Source: an optimization exercise on an open RTL-to-GDS flow (aim: small area, a short achievable clock period and few clock cycles). Production flows keep margins and buffers that such runs may drop.
Function was not checked in any run shown here: the RTL went through the layout flow alone.
No activity file was given, so power comes from the tool's default toggle rates.

==> design/flow/design.v <==
module demosaic(clk, reset, in_en, data_in, wr_r, addr_r, wdata_r, rdata_r, wr_g, addr_g, wdata_g, rdata_g, wr_b, addr_b, wdata_b, rdata_b, done);
input clk;
input reset;
input in_en;
input [7:0] data_in;
output reg wr_r;
output reg [13:0] addr_r;
output reg [7:0] wdata_r;
input [7:0] rdata_r;
output reg wr_g;
output reg [13:0] addr_g;
output reg [7:0] wdata_g;
input [7:0] rdata_g;
output reg wr_b;
output reg [13:0] addr_b;
output reg [7:0] wdata_b;
input [7:0] rdata_b;
output reg done;
reg [13:0] lcnt;       
reg        ld_done;    
wire       col_g = ~(lcnt[7] ^ lcnt[0]);
wire       col_r = ~lcnt[7] &  lcnt[0];
wire       col_b =  lcnt[7] & ~lcnt[0];
always @(posedge clk or posedge reset) begin
    if (reset) begin
        lcnt    <= 14'd0;
        ld_done <= 1'b0;
    end else if (in_en) begin
        lcnt <= lcnt + 14'd1;
        if (&lcnt) ld_done <= 1'b1;
    end
end
wire busy_g = ~ld_done & col_g;
wire busy_r = ~ld_done & col_r;
wire busy_b = ~ld_done & col_b;
reg  [5:0] g_yh;
reg  [6:0] g_x;        
reg  [6:0] g_s;        
reg        g_wait, g_fin;
reg  [1:0] g_roff;     
reg  [7:0] g_c0, g_c1, g_c2, g_c3;        
reg  [7:0] g_m10, g_m11, g_m12, g_m13;    
reg  [7:0] g_m20, g_m21, g_m22;           
reg  [8:0] g_s1, g_s2;
reg  [7:0] g_m1x;      
reg        g_ge;       
reg        g_rv;
reg  [1:0] g_ri;
wire g_go  = ~g_fin & ~g_wait & ~busy_g;
wire g_rd  = |g_s[3:0];
wire g_g6  = g_go & g_s[6];
wire g_rot = g_go & (g_s[3] | g_s[4] | g_s[5]);
wire g_wv  = g_go & ~g_rd & (g_x[6:1] != 6'd0);
wire ge    = ~g_x[0];
wire [6:0] g_xm = g_x - 7'd1;
wire [5:0] g_rrow = g_yh + {4'd0, g_roff};
wire [13:0] g_addr = {g_rrow, g_x[0], (g_rd ? g_x : g_xm)};
wire [9:0] g_sum = g_s1 + g_s2;
wire cap0 = g_rv & (g_ri == 2'd0);
wire cap1 = g_rv & (g_ri == 2'd1);
wire cap2 = g_rv & (g_ri == 2'd2);
wire cap3 = g_rv & (g_ri == 2'd3);
always @(posedge clk) begin
    g_ri <= {g_s[2] | g_s[3], g_s[1] | g_s[3]};
    if (g_rot)      g_c0 <= g_c1;
    else if (cap0)  g_c0 <= rdata_g;
    if (g_rot)      g_c1 <= cap2 ? rdata_g : g_c2;
    else if (cap1)  g_c1 <= rdata_g;
    if (g_rot)      g_c2 <= g_c0;
    else if (cap2)  g_c2 <= rdata_g;
    if (cap3)       g_c3 <= rdata_g;
    if (g_g6) g_ge <= g_x[0];
    if (g_g6)        g_m1x <= g_x[0] ? g_c1 : g_c3;     
    else if (g_rot)  g_m1x <= g_ge ? g_m12 : g_m10;     
    if (g_g6) begin
        g_m10 <= g_c0;  g_m11 <= g_c1;  g_m12 <= g_c2;  g_m13 <= g_c3;
        g_m20 <= g_m11; g_m21 <= g_m12; g_m22 <= g_m13;
    end else if (g_rot) begin
        g_m10 <= g_m11; g_m11 <= g_m12; g_m12 <= g_m13; g_m13 <= g_m10;
        g_m20 <= g_m21; g_m21 <= g_m22; g_m22 <= g_m20;
    end
    if (g_rot) begin
        g_s1 <= g_c0 + g_m20;
        g_s2 <= g_m10 + g_m1x;
    end
end
always @(posedge clk or posedge reset) begin
    if (reset) begin
        g_yh   <= 6'd0;
        g_x    <= 7'd0;
        g_s    <= 7'd1;
        g_wait <= 1'b1;
        g_fin  <= 1'b0;
        g_rv   <= 1'b0;
        g_roff <= 2'd1;          
    end else begin
        g_rv <= g_go & g_rd;
        if (g_wait & (ld_done | (lcnt[13:7] >= {g_yh, 1'b1} + 7'd6)))    
            g_wait <= 1'b0;
        if (g_go) begin
            g_s <= {g_s[5:0], g_s[6]};
            if (g_s[6])
                g_roff <= {1'b0, g_x[0]};            
            else
                g_roff <= {g_s[1] | g_s[2] | g_s[5], g_s[0] | g_s[2] | g_s[4]}
                          + {1'b0, ge};
            if (g_s[6]) begin
                g_x  <= g_x + 7'd1;
                if (&g_x) begin
                    g_yh   <= g_yh + 6'd3;
                    g_wait <= 1'b1;
                    if (g_yh == 6'd60) g_fin <= 1'b1;
                end
            end
        end
    end
end
wire        r_wv, b_wv, r_fin, b_fin;
wire [13:0] r_addr, b_addr;
wire [7:0]  r_wdata, b_wdata;
demosaic_rb #(.P(1'b1)) u_r (
    .clk(clk), .reset(reset), .busy(busy_r), .ld_done(ld_done), .lrow(lcnt[13:7]),
    .rdata(rdata_r), .wv(r_wv), .addr(r_addr), .wdata(r_wdata), .fin(r_fin));
demosaic_rb #(.P(1'b0)) u_b (
    .clk(clk), .reset(reset), .busy(busy_b), .ld_done(ld_done), .lrow(lcnt[13:7]),
    .rdata(rdata_b), .wv(b_wv), .addr(b_addr), .wdata(b_wdata), .fin(b_fin));
always @(posedge clk) begin
    addr_g  <= busy_g ? lcnt    : g_addr;
    wdata_g <= busy_g ? data_in : g_sum[9:2];
    addr_r  <= busy_r ? lcnt    : r_addr;
    wdata_r <= busy_r ? data_in : r_wdata;
    addr_b  <= busy_b ? lcnt    : b_addr;
    wdata_b <= busy_b ? data_in : b_wdata;
end
always @(posedge clk or posedge reset) begin
    if (reset) begin
        wr_g <= 1'b0;
        wr_r <= 1'b0;
        wr_b <= 1'b0;
        done <= 1'b0;
    end else begin
        wr_g <= (in_en & col_g) | g_wv;
        wr_r <= (in_en & col_r) | r_wv;
        wr_b <= (in_en & col_b) | b_wv;
        done <= ld_done & g_fin & r_fin & b_fin;
    end
end
endmodule
module demosaic_rb #(parameter P = 1'b1) (
    input             clk,
    input             reset,
    input             busy,
    input             ld_done,
    input      [6:0]  lrow,
    input      [7:0]  rdata,
    output            wv,
    output     [13:0] addr,
    output     [7:0]  wdata,
    output reg        fin
);
reg [5:0] ti;
reg [5:0] xi;
wire [5:0] ti1 = ti + 6'd1;
wire [5:0] xp  = xi - 6'd1;
reg       x64;         
reg [4:0] s;           
reg       wt;
reg [7:0] a, b, hp;
reg [8:0] vc, vp;
reg       rv, ri;
wire go = ~fin & ~wt & ~busy;
wire [7:0] hs = P ? b : a;
wire [6:0] row_m1 = P ? {ti, 1'b0}  : {ti, 1'b1};
wire [6:0] row_t  = P ? {ti, 1'b1}  : {ti1, 1'b0};
wire [6:0] row_p1 = P ? {ti1, 1'b0} : {ti1, 1'b1};
wire [6:0] row_h  = P ? row_p1 : row_m1;
wire [6:0] col_x  = {xi, P};
wire [6:0] col_x1 = P ? {xi, 1'b0} : {xp, 1'b1};
wire [6:0] col_x2 = P ? {xp, 1'b1} : {xp, 1'b0};
wire xi_lo = (xi == 6'd0) & ~x64;
wire hd_ok = ~xi_lo & ~x64;                                    
wire v_ok  = P ? hd_ok : (x64 | (xi[5:1] != 5'd0));           
reg [6:0] arow, acol;
reg       wok;
reg [7:0] wd;
wire [8:0] hsum = hp + hs;
wire [9:0] dsum = vp + vc;
always @(*) begin
    arow = ({7{s[0]}} & row_m1) | ({7{s[1]}} & row_p1) | ({7{s[2] | s[4]}} & row_t) | ({7{s[3]}} & row_h);
    acol = ({7{s[0] | s[1]}} & col_x) | ({7{s[2]}} & col_x2) | ({7{s[3] | s[4]}} & col_x1);
    wok  = (s[2] & v_ok) | ((s[3] | s[4]) & hd_ok);
    wd   = ({8{s[2]}} & vp[8:1]) | ({8{s[3]}} & hsum[8:1]) | ({8{s[4]}} & dsum[9:2]);
end
assign addr  = {arow, acol};
assign wdata = wd;
assign wv    = go & wok;
always @(posedge clk) begin
    ri <= s[1];
    if (rv) begin
        if (ri) b <= rdata;
        else    a <= rdata;
    end
    if (go & s[3]) vc <= a + b;
    if (go & s[4]) begin
        vp <= vc;
        hp <= hs;
    end
end
always @(posedge clk or posedge reset) begin
    if (reset) begin
        ti  <= 6'd0;
        xi  <= 6'd0;
        x64 <= 1'b0;
        s   <= 5'd1;
        wt  <= 1'b1;
        fin <= 1'b0;
        rv  <= 1'b0;
    end else begin
        rv <= go & (s[0] | s[1]);
        if (wt & (ld_done | ({1'b0, lrow[6:1]} >= {1'b0, ti} + 7'd2)))
            wt <= 1'b0;
        if (go) begin
            s <= {s[3:0], s[4]};
            if (s[4]) begin
                if (x64) begin
                    xi  <= 6'd0;
                    x64 <= 1'b0;
                    ti  <= ti1;
                    wt  <= 1'b1;
                    if (ti == 6'd62) fin <= 1'b1;
                end else begin
                    xi  <= xi + 6'd1;
                    x64 <= &xi;
                end
            end
        end
    end
end
endmodule
==> design/flow/flow/run.sh <==
#!/bin/bash
# Standard layout, with the port buffers made of sky130_fd_sc_hd__buf_2 cells
# instead of the delay cells buffer_ports picks by itself.
set -euo pipefail
export BUFFER_PORTS_ARGS="-buffer_cell sky130_fd_sc_hd__buf_2"
bash standard.sh > standard.log 2>&1
==> design/flow/standard.sh <==
#!/bin/bash
# synth_recipe.tcl (not shown) runs the flow's synth.tcl, then flattens the netlist and writes it again
# the make line also repeats each setting of config.mk as NAME=value (left out here)
make -C /OpenROAD-flow-scripts/flow DESIGN_CONFIG=/design/flow/config.mk WORK_HOME=/design/flow/orfs CLKGATE_MAP_FILE= SYNTH_SCRIPT=/design/flow/synth_recipe.tcl "${@:-finish}"
==> design/flow/config.mk <==
export PLATFORM = sky130hd
export DESIGN_NAME = demosaic
export DESIGN_NICKNAME = demosaic
export VERILOG_FILES = /design/flow/design.v
export SDC_FILE = /design/flow/constraint.sdc
export NUM_CORES = 4
export LEC_CHECK = 0
export CAP_MARGIN = 20
export CORE_MARGIN = 2
export CORE_UTILIZATION = 40
export CTS_BUF_LIST = sky130_fd_sc_hd__clkbuf_8
export CTS_CLUSTER_DIAMETER = 60
export CTS_CLUSTER_SIZE = 16
export SETUP_SLACK_MARGIN = 3.0
export SLEW_MARGIN = 20
export TNS_END_PERCENT = 10
==> design/flow/constraint.sdc <==
create_clock -name core_clock -period 5.0 [get_ports {clk}]
set_input_delay 1.0000 -clock core_clock [delete_from_list [all_inputs] [get_ports {clk}]]
set_output_delay 1.0000 -clock core_clock [all_outputs]
set_load 0.01 [all_outputs]
==> results of run 1 <==
power groups by stage:
stage / clock (mW) / sequential (mW) / combinational, mW
finish: 2.02 / 3.35 / 0.900
global route: 2.20 / 3.36 / 0.971
CTS: 2.10 / 3.35 / 0.761
detailed placement: 0 / 3.42 / 0.687
global placement: 0 / 3.42 / 0.683
floorplan: 0 / 3.43 / 0.327
routing by layer:
metal  vias up  GRT usage  share of wire
li1       6081          -              -
met4         0     0.0658          0.033
met1      6030      0.256           0.46
met3        70     0.0355          0.056
met5         -          0              0
met2       326      0.291           0.46
cell usage in the layout, fill, tap and decap left out, types with 9 or more instances in the layout:
master and count:
a211oi_1 12, a21o_1 26, a21oi_1 77, a31oi_1 9, and3_1 10, buf_2 105
buf_4 48, clkbuf_8 37, dfrtp_1 75, dfxtp_1 78, edfxtp_1 191, ha_1 103
inv_1 46, mux2_2 12, mux2i_1 23, nand2_1 328, nand2_8 9, nand2b_1 14
nand3_1 31, nor2_1 77, nor2b_1 16, nor3_1 31, o21a_1 9, o21ai_0 97
or3_1 11, xnor2_1 58, xor2_1 41
state kept, by name, summed over array words and instances (netlist names), 9 cells and up:
signal,flops
u_r.vc,9
addr_r,14
g_s2,9
u_b.vc,9
u_r.vp,9
g_s1,9
lcnt,14
addr_g,14
addr_b,14
u_b.vp,9
what timing repair did:
action,in CTS,in global routing
endpoints found under the setup margin,406,372
setup buffers,16,39
cloned,12,7
pin swaps,7,32
resized for setup,48,75
hold buffers,0,0
worst reg2reg max path, delay by kind of cell (launching register included):
| kind | cells | cell delay (ns) |
|---|---|---|
| AOI/OAI and AO/OA | 4 | 0.71 |
| adders and majority gates | 1 | 0.37 |
| DFF | 1 | 0.46 |
| and+or+nand+nor | 3 | 0.58 |
layout make-up:
cell class,count,share of cell area
sequential,355,0.466
multi-input combinational,1159,0.386
timing repair buffer,175,0.0636
tap,546,0.0337
clock buffer,37,0.0251
clock inverter,24,0.0131
inverter,48,0.0107
timing repair inverter,4,0.00160
antenna,1,0.000123
per-stage QoR:
| stage | hold slack, ns | std cells | instance area, um2 | total power, mW | utilization |
|---|---|---|---|---|---|
| floorplan | 0.345 | 1626 | 17300 | 3.76 | - |
| global placement | 0.441 | 2213 | 18300 | 4.10 | 0.427 |
| detailed placement | 0.444 | 2213 | 18300 | 4.10 | 0.427 |
| CTS | 0.438 | 2302 | 19500 | 6.21 | 0.456 |
| global route | 0.478 | 2348 | 20300 | 6.53 | 0.474 |
| finish | 0.464 | 2349 | 20300 | 6.27 | 0.474 |
logic make-up (layout without fill, tap and decap cells):
| kind of cell | Yosys count | count (layout) |
|---|---|---|
| AND/OR/NAND/NOR | 595 | 603 |
| flip-flops | 355 | 355 |
| multiplexers | 36 | 36 |
| adder cells (fa/ha/maj) | 117 | 117 |
| XOR/XNOR | 100 | 100 |
| buffers and inverters | 120 | 288 |
| AO/OA/AOI/OAI | 303 | 303 |
| other | 0 | 1 |
worst max path at each step:
| stage | from | to | slack (ns) | depth (start not counted) |
|---|---|---|---|---|
| floorplan | lcnt[0] | g_c1[0] | 2.40 | 9 |
| global placement | lcnt[0] | g_c1[1] | 1.44 | 7 |
| detailed placement | lcnt[0] | g_c1[4] | 1.35 | 7 |
| CTS | u_r.b[0] | wdata_r[5] | 2.71 | 8 |
| global route | u_r.b[0] | wdata_r[5] | 2.57 | 8 |
| finish | u_r.b[0] | wdata_r[5] | 2.76 | 8 |
==> results.cfg, run 1 <==
[setup_path]
crit_type = flop to flop
crit_slowest_cell = edfxtp_1
crit_family = compound AO/OA/AOI/OAI gates
reg2reg_setup_slack_ns = 2.76
timing.rr.end = wdata_r[5]
worstPathRequired_ns = 5.48
path_cells = and2_4 > fa_2 > a211oi_2 > nor2_2 > o21a_1 > or3_1 > a32oi_1 > a31oi_1
worst-path-buf-inv = 0
critPathMaxFanout = 4
worstSetupEndpointType = flop
slowest_delay_ns = 0.46
worstPathArrival_ns = 2.72
worst_setup_path_start_kind = flop
reg2reg_from = u_r.b[0]
r2r_cells = 8

[logic_synthesis]
ys_async_sr_fraction = 0.242
synthMuxAreaShare = 0.0218
yosys_register_bits = 355
synth_seq_area_share = 0.548
synth_area_leaders = edfxtp_1, dfrtp_1, dfxtp_1, ha_1, nand2_1
synth_cells = 1626
synth_top_family_by_area = simple AND/OR/NAND/NOR gates
yosys.area.top_type_share = 0.333
synth_adder_area_share = 0.0879
yosys.area.top_type = edfxtp_1
syn_area_um2 = 17200
synthSimpleGateAreaFrac = 0.157
synth-compound-area-share = 0.108
synthFlopType = edfxtp_1
synth_commonest_cells = nand2_1, edfxtp_1, ha_1
yosys.cell_types.count = 67
synth_fp_nets = 1778
synth_xor_xnor_area_share = 0.0508
avgSynthCellArea_um2 = 10.6
yosysWarnings = 3
yosysMostFrequentCell = nand2_1
synth_edf_count = 191

[timing]
setup_viol = 0
finalWorstPathRequiredPeriod_ns = 2.24
setup_ws_ns = 2.76
period_share = 0.449
fmax_ghz = 0.446
fin_skew_ns = 0.0506
rsz0062_at_grt = yes
hold_viol_final = 0
worst_pin_slew_ns = 0.905
maxSlewHeadroom = 0.392
tns_ns = 0
timing.final.max_slew_violations = 0

[power]
combPwrFrac = 0.144
cellLeakagePower_nw = 8.34
powerDensity_nw_per_um2 = 309
seqPwrFrac = 0.534
p_int_mw = 4.55
clkPwrFrac = 0.322
ir_worst_vdd_mv = 0.181
swShare = 0.274
switchingPower_mw = 1.72

[finish]
fill_cells = 3908
synthToLayoutAreaGrowth_pct = 17.7
drive_gt1_frac = 0.188
fin_nets = 1929
multi_input_area_um2 = 7830
seq_area_um2 = 9460

[min_path]
hold_start = u_r.vc[6]
worstHoldPathType = flop to flop
worstHoldPathCells = 0
hold_end = u_r.vp[6]

[global_routing]
grt_pass1_vias = 11800
antenna_found_initial = 0
grt_pass1_wl_um = 64800
overflow = 0
grt_use_total = 0.185
grt_max_degree = 60

[route]
routedWlPerCell_um = 18.0
final_antenna_net_count = 0
via_count = 12500
drc = 0
vias_per_cell = 5.32
drtIter0Drc = 841
drt-total-wl_um = 42300
drt_first_pass_iters = 5

[floorplanning]
io_pins = 105
die_w_um = 212
rows = 76
start_util = 0.403
die-area_um2 = 44800
core-area_um2 = 42800
die_h_um = 212

[run_status]
outcome = no timing/DRC/antenna violations

[clocking]
clock_path_buffers = 3
cts-htree-levels = 2
path_clk_slew_ns = 0.10
root_buffer = clkbuf_8
clock_sinks = 355
clock_latency_ns = 0.62
cts_tree = yes
cts_inserted_buffers = 34

[placement]
dp_slack_ns = 1.35
dp_hpwl_um = 28300
place_congestion = 0.922
io_buffers = 104

[job]
cap_viol_max_count = 0
==> inputs of run 2 (changes only) <==
--- a/design/flow/design.v
+++ b/design/flow/design.v
@@ -48,2 +48,3 @@
 reg  [1:0] g_ri;
+wire [5:0] g_yh3 = g_yh + 6'd3;
 wire g_go  = ~g_fin & ~g_wait & ~busy_g;
@@ -97,3 +98,3 @@
         g_rv <= g_go & g_rd;
-        if (g_wait & (ld_done | (lcnt[13:7] >= {g_yh, 1'b1} + 7'd6)))    
+        if (g_wait & (ld_done | (lcnt[13:7] > {g_yh3, 1'b0})))    
             g_wait <= 1'b0;
@@ -109,3 +110,3 @@
                 if (&g_x) begin
-                    g_yh   <= g_yh + 6'd3;
+                    g_yh   <= g_yh3;
                     g_wait <= 1'b1;
@@ -219,3 +220,3 @@
         rv <= go & (s[0] | s[1]);
-        if (wt & (ld_done | ({1'b0, lrow[6:1]} >= {1'b0, ti} + 7'd2)))
+        if (wt & (ld_done | (lrow[6:1] > ti1)))        
             wt <= 1'b0;
==> run 2 against run 1 <==
Compared with the run above: largest power group unchanged; still clean on timing, DRC and antenna; setup slack better by 0.0034 ns; critical path depth is the same; count of clock-buffer cells in the layout is 2 higher; synthesized cell count rose by 0.37%; via count down 0.40%; first-iteration DRC count rose by 24%; final cell count up 2.2%; critical path type unchanged; global-route usage rose by 0.20 points; clock power hardly changed; cell area up 0.57%.
==> results.cfg, run 2 <==
[run_status]
outcome = no timing/DRC/antenna violations

[clocking]
clock_sinks = 355
cts_tree = yes
cts-htree-levels = 2
path_clk_slew_ns = 0.10
clock_path_buffers = 3
cts_hold_buf = 0
clock_latency_ns = 0.61
root_buffer = clkbuf_8
cts_inserted_buffers = 34

[logic_synthesis]
syn_area_um2 = 17300
avgSynthCellArea_um2 = 10.6
synth_cells = 1632
yosys.area.top_type = edfxtp_1
ys_async_sr_fraction = 0.242
synthMuxAreaShare = 0.0216
synth_commonest_cells = nand2_1, edfxtp_1, ha_1
synth_adder_area_share = 0.0857
synth_top_family_by_area = simple AND/OR/NAND/NOR gates
synth_seq_area_share = 0.548
yosysWarnings = 3
yosysMostFrequentCell = nand2_1
yosys_register_bits = 355
synthFlopType = edfxtp_1
synthSimpleGateAreaFrac = 0.157
yosys.cell_types.count = 73
synth_xor_xnor_area_share = 0.0528
synth-compound-area-share = 0.107
yosys.area.top_type_share = 0.332
synth_fp_nets = 1781
synth_area_leaders = edfxtp_1, dfrtp_1, dfxtp_1, ha_1, nand2_1
synth_edf_count = 191

[setup_path]
cp-startpoint = lcnt[7]
worstSetupEndpointType = flop
crit_type = flop to flop
critPathMaxFanout = 8
worstPathRequired_ns = 5.35
r2r_cells = 8
reg2reg_from = lcnt[7]
worst_setup_path_start_kind = flop
timing.rr.end = g_c1[6]
worstPathArrival_ns = 2.59
crit_end = g_c1[6]
reg2reg_setup_slack_ns = 2.76

[placement]
place_congestion = 0.887
dp_cells = 2262
dp_slack_ns = 1.83
io_buffers = 104
dp_hpwl_um = 28900

[floorplanning]
rows = 76
start_util = 0.403
io_pins = 105
die_w_um = 212
die_h_um = 212
die-area_um2 = 44800
core-area_um2 = 42900

[job]
cap_viol_max_count = 0

[route]
drtIter0Drc = 1040
routedWlPerCell_um = 17.7
drc = 0
vias_per_cell = 5.19
final_antenna_net_count = 0
drt-total-wl_um = 42500
via_count = 12500
drt_first_pass_iters = 5

[power]
finalPower_mw = 5.33
ir_worst_vdd_mv = 0.194
cellLeakagePower_nw = 8.37
powerDensity_nw_per_um2 = 261

[finish]
synthToLayoutAreaGrowth_pct = 18.2
fin_nets = 1939
drive_gt1_frac = 0.197
final_cells = 2401
mostFrequentLayoutCell = nand2_1
layout_common_cells = nand2_1, edfxtp_1, buf_2

[global_routing]
overflow = 0
antenna_found_initial = 1
grt_use_total = 0.187
grt_pass1_wl_um = 64900
grt_max_degree = 61
grt_pass1_vias = 11800

[timing]
worst_pin_slew_ns = 0.896
maxSlewHeadroom = 0.402
tns_ns = 0
fmax_ghz = 0.446
fin_skew_ns = 0.0349
period_share = 0.448
setup_viol = 0
finalWorstPathRequiredPeriod_ns = 2.24
rsz0062_at_grt = yes
timing.final.max_slew_violations = 0
setup_ws_ns = 2.76
hold_viol_final = 0

[min_path]
worstHoldPathType = flop to flop
==> run 2: changes by cell type in the layout (fill, tap and decap cells not counted), sizes merged, moves of 5 or more <==
cell and delta:
a21oi +5, buf +7, o21ai -13, nand2 +9, xnor2 +6, inv +7
a31oi +5, nor3 -5, nor2 +21
==> run 2: worst min-delay path by stage <==
stage	start	end	slack, ns	cells after the start
2_1_floorplan	u_b.s[1]	u_b.ri	0.42	0
3_3_place_gp	u_r.vc[8]	u_r.vp[8]	0.46	0
3_5_place_dp	u_b.vc[8]	u_b.vp[8]	0.46	0
4_1_cts	u_b.vc[8]	u_b.vp[8]	0.48	0
5_1_grt	u_b.vc[8]	u_b.vp[8]	0.49	0
6_report	u_b.vc[8]	u_b.vp[8]	0.47	0
==> run 2: kinds of logic (layout without fill, tap and decap cells) <==
family	after synthesis	after routing
and+or+nand+nor	608	612
DFF	355	355
AOI/OAI and AO/OA	299	299
buffers and inverters	119	298
adders and majority gates	114	114
xor gates and xnor gates	104	104
muxes	33	33
other	0	1
==> run 2: report_power, final <==
part	internal, mW	switching, mW
Sequential	3.09	0.0790
Clock	0.913	1.08
Combinational	0.0865	0.0877
==> run 2: area by class of cell <==
class / count / area (um2)
clock inverters: 22 / 226
clock buffers: 39 / 537
diodes: 1 / 2.50
well taps: 585 / 732
repair inverters: 5 / 48.8
multi-input cells: 1162 / 7850
flip-flops and latches: 355 / 9470
repair buffers: 180 / 1290
inverters: 52 / 250
fillers: 3942 / 22500
==> run 2: timing repair <==
item | CTS | global route
buffers inserted | 32 | 32
gates resized for setup | 52 | 85
pin swaps | 6 | 31
endpoints found under the setup margin | 412 | 379
hold endpoints to repair | 0 | 0
cloned | 10 | 3
==> run 2: metrics by stage <==
step	area [um2]	util	hold WS [ns]
3_5_place_dp	18300	0.427	0.458
6_report	20400	0.476	0.474
4_1_cts	19800	0.461	0.478
3_3_place_gp	18300	0.427	0.460
2_1_floorplan	17300	-	0.422
5_1_grt	20400	0.476	0.490
==> run 2: metal layers <==
layer  part of all wire  wire length, um  global-route usage
met1               0.45            19000               0.259
met2               0.46            19700               0.295
met3              0.064             2740              0.0349
met4              0.025             1060              0.0648
met5                  0                0                   0
==> run 2: critical path, stage by stage, from the launching register on <==
cell	delay, ns
dfrtp_2	0.46
ha_4	0.27
nor2b_4	0.14
buf_12	0.14
or3_4	0.34
buf_12	0.16
clkinv_16	0.05
nand2_8	0.07
mux2_4	0.33
==> inputs of run 3 (changes only) <==
--- a/design/flow/design.v
+++ b/design/flow/design.v
@@ -23,2 +23,6 @@
 wire       col_b =  lcnt[7] & ~lcnt[0];
+reg        busy_g, busy_r, busy_b;
+wire       ln0 = lcnt[0] ^ in_en;                     
+wire       ln7 = lcnt[7] ^ (in_en & (&lcnt[6:0]));
+wire       ldn = ld_done | (in_en & (&lcnt));         
 always @(posedge clk or posedge reset) begin
@@ -27,10 +31,13 @@
         ld_done <= 1'b0;
-    end else if (in_en) begin
-        lcnt <= lcnt + 14'd1;
-        if (&lcnt) ld_done <= 1'b1;
-    end
-end
-wire busy_g = ~ld_done & col_g;
-wire busy_r = ~ld_done & col_r;
-wire busy_b = ~ld_done & col_b;
+        busy_g  <= 1'b1;
+        busy_r  <= 1'b0;
+        busy_b  <= 1'b0;
+    end else begin
+        if (in_en) lcnt <= lcnt + 14'd1;
+        ld_done <= ldn;
+        busy_g  <= ~ldn & ~(ln7 ^ ln0);
+        busy_r  <= ~ldn & ~ln7 &  ln0;
+        busy_b  <= ~ldn &  ln7 & ~ln0;
+    end
+end
 reg  [5:0] g_yh;
==> run 3 against run 2 <==
Compared with the run above: combinational power grew to 4.7 times the previous value; critical path type unchanged; synthesized cell count is 7.0% lower; cell area is 0.37% higher; die area is 0.89% higher; maximum frequency is 0.70% higher; critical endpoint is now wdata_b[4]; utilization hardly changed; worst hold slack worse by 0.015 ns; area after synthesis is 0.91% higher; largest cell class unchanged.
==> results.cfg, run 3 <==
[run_status]
outcome = no timing/DRC/antenna violations

[global_routing]
grt_pass1_vias = 11200
grt-busiest-layer = met2
grt_pass1_wl_um = 62100
gr-usage-met2 = 0.285
grt_max_degree = 64
grt_use_total = 0.178
use_met1 = 0.240
grt_use_met3 = 0.0431
antenna_found_initial = 1
overflow = 0

[timing]
timing.final.max_slew_violations = 0
setup_viol = 0
period_share = 0.445
rsz0062_at_grt = yes
tns_ns = 0
worst_pin_slew_ns = 0.865
fmax_ghz = 0.449
finalWorstPathRequiredPeriod_ns = 2.23
hold_viol_final = 0
maxSlewHeadroom = 0.423
fin_skew_ns = 0.0487
setup_ws_ns = 2.77

[route]
drc = 0
via_count = 12000
routedWlPerCell_um = 18.3
drt_first_pass_iters = 6
drtIter0Drc = 845
drt-total-wl_um = 41700
vias_per_cell = 5.25
final_antenna_net_count = 0

[power]
ir_worst_vdd_mv = 0.212
cellLeakagePower_nw = 7.87
powerDensity_nw_per_um2 = 303
finalPower_mw = 6.22

[finish]
fin_nets = 1821
fill_cells = 3863
final_util = 0.476
synthToLayoutAreaGrowth_pct = 17.6
layout_common_cells = edfxtp_1, nand2_1, buf_2
drive_gt1_frac = 0.260
mostFrequentLayoutCell = edfxtp_1
final_cells = 2285

[logic_synthesis]
yosysWarnings = 3
synth_cells = 1518
ys_async_sr_fraction = 0.249
syn_area_um2 = 17400
synth-compound-area-share = 0.109
yosysMostFrequentCell = edfxtp_1
synth_top_family_by_area = simple AND/OR/NAND/NOR gates
synth_area_leaders = edfxtp_1, dfrtp_1, dfxtp_1, ha_1, mux2_2
avgSynthCellArea_um2 = 11.5
yosys.cell_types.count = 67
synth_adder_area_share = 0.0849
yosys.area.top_type_share = 0.329
yosys.area.top_type = edfxtp_1
synth_edf_count = 191
synth_seq_area_share = 0.547
synth_xor_xnor_area_share = 0.0533
synth_fp_nets = 1667
synthSimpleGateAreaFrac = 0.115
synthMuxAreaShare = 0.0642
yosys_register_bits = 358
synth_commonest_cells = edfxtp_1, nand2_1, o21ai_0
synthFlopType = edfxtp_1

[placement]
dp_cells = 2142
dp_hpwl_um = 27700
io_buffers = 104
dp_slack_ns = 1.82
place_congestion = 0.800

[setup_path]
worstPathRequired_ns = 5.49
worstSetupEndpointType = flop
critPathMaxFanout = 5
crit_type = flop to flop
worst_setup_path_start_kind = flop
worstPathArrival_ns = 2.72

[floorplanning]
die-area_um2 = 45200
die_w_um = 213
core-area_um2 = 43100
start_util = 0.404
rows = 76
io_pins = 105
die_h_um = 213

[clocking]
root_buffer = clkbuf_8
clock_sinks = 358
clock_path_buffers = 3
path_clk_slew_ns = 0.10
cts-htree-levels = 2
cts_tree = yes
clock_latency_ns = 0.63
cts_inserted_buffers = 35

[job]
cap_viol_max_count = 0

[min_path]
worstHoldPathType = input port to asynchronous set/reset pin
## run 3: cell types whose count changed in the layout (fill, tap and decap cells not counted), moves of 7 or more
cell / before / now
nand2_8: 7 / 0
a31oi_1: 15 / 4
nand2b_1: 13 / 24
o21ai_0: 82 / 102
nand2_1: 334 / 179
o21ai_1: 4 / 12
a21oi_1: 80 / 57
nor2_1: 98 / 54
nor2b_1: 14 / 24
mux2_2: 2 / 70
## run 3: where the power goes
group | leakage (nW) | total (mW) | switching, mW | internal [mW]
clock | 0.418 | 1.99 | 1.09 | 0.899
combinational | 4.16 | 0.822 | 0.501 | 0.321
sequential | 3.29 | 3.40 | 0.139 | 3.26
total | 7.87 | 6.22 | 1.73 | 4.48
## run 3: logic make-up after synthesis
kind of cell / Yosys count
buf+inv: 121
flops: 358
mux: 102
simple gates: 414
compound gates: 303
xor+xnor: 106
fa+ha+maj: 114
## run 3: routing by layer
metal,wire length (um),vias up
met5,0,-
met4,949,0
met3,2440,65
met2,19700,302
met1,18600,5821
li1,-,5802
## run 3: critical path, cell delays in order (launching register included)
cell and delay [ns]:
edfxtp_1 0.41, ha_2 0.34, a21oi_2 0.18, nor2b_1 0.06, a311o_1 0.40, xor2_1 0.19
a2111oi_2 0.44, a21oi_1 0.08
## run 3: timing repair
item                                    4_1_cts  5_1_grt
endpoints found under the setup margin      348      351
cloned                                        7        3
pin swaps                                     7       55
hold buffers                                  0        0
gates resized for setup                      25      135
buffers inserted                              8       60
## run 3: final cells by class
class	instances	area, um2	share of cell area
sequential	358	9550	0.466
multi-input combinational	1047	8090	0.395
timing repair buffer	176	1110	0.0541
tap	585	732	0.0357
clock buffer	38	523	0.0255
clock inverter	26	246	0.0120
inverter	52	215	0.0105
timing repair inverter	2	16.3	0.000794
antenna	1	2.50	0.000122
## run 3: final timing paths
kind                           start         end  slack (ns)  cells after the start
hold reg to reg            u_r.vc[6]   u_r.vp[6]        0.46                      0
max in group asynchronous      reset   u_r.ti[4]        3.20                      3
setup / recovery           u_b.vp[4]  wdata_b[4]        2.77                      7
hold / removal                 reset      g_s[6]        0.46                      2
min in group core_clock    u_r.vc[6]   u_r.vp[6]        0.46                      0
setup reg to reg           u_b.vp[4]  wdata_b[4]        2.77                      7
## run 3: per-stage QoR
step	hold slack [ns]	cell area [um2]
2_1_floorplan	0.345	17500
3_3_place_gp	0.449	18400
3_5_place_dp	0.442	18400
4_1_cts	0.453	19400
5_1_grt	0.467	20500
6_report	0.458	20500

==> re-timing with driven ports <==
How much do the figures lean on ideal ports? The routed layouts below were timed once more, with nothing changed but the port constraints.
Step 1 (the two cells are an assumption about what drives the block):
set clk [get_ports {clk}]
set_driving_cell -lib_cell sky130_fd_sc_hd__clkbuf_16 $clk
set_driving_cell -lib_cell sky130_fd_sc_hd__buf_2 [delete_from_list [all_inputs] $clk]
Step 2 moves the port delays by t, midway between the first and last clock arrival at a register: inputs arrive t later, outputs are due t later. That takes back most of the time a late clock gives input paths.
Slacks: ideal ports / drivers / drivers and shift; pairs: ideal ports / drivers.
run | t, ns | setup slack, ns | worst setup path at the end
run 1 | 0.640 | 2.756 / 2.756 / 2.567 | input to register
run 2 | 0.642 | 2.759 / 2.759 / 2.651 | input, reset recovery
run 3 | 0.654 | 2.775 / 2.775 / 2.568 | input to register
After both steps every run listed still meets setup and hold. The setup slack of run 3, which loses most, moves by 0.000 ns with the drivers and by -0.207 ns with both steps. The worst setup slack also covers recovery checks on asynchronous resets.
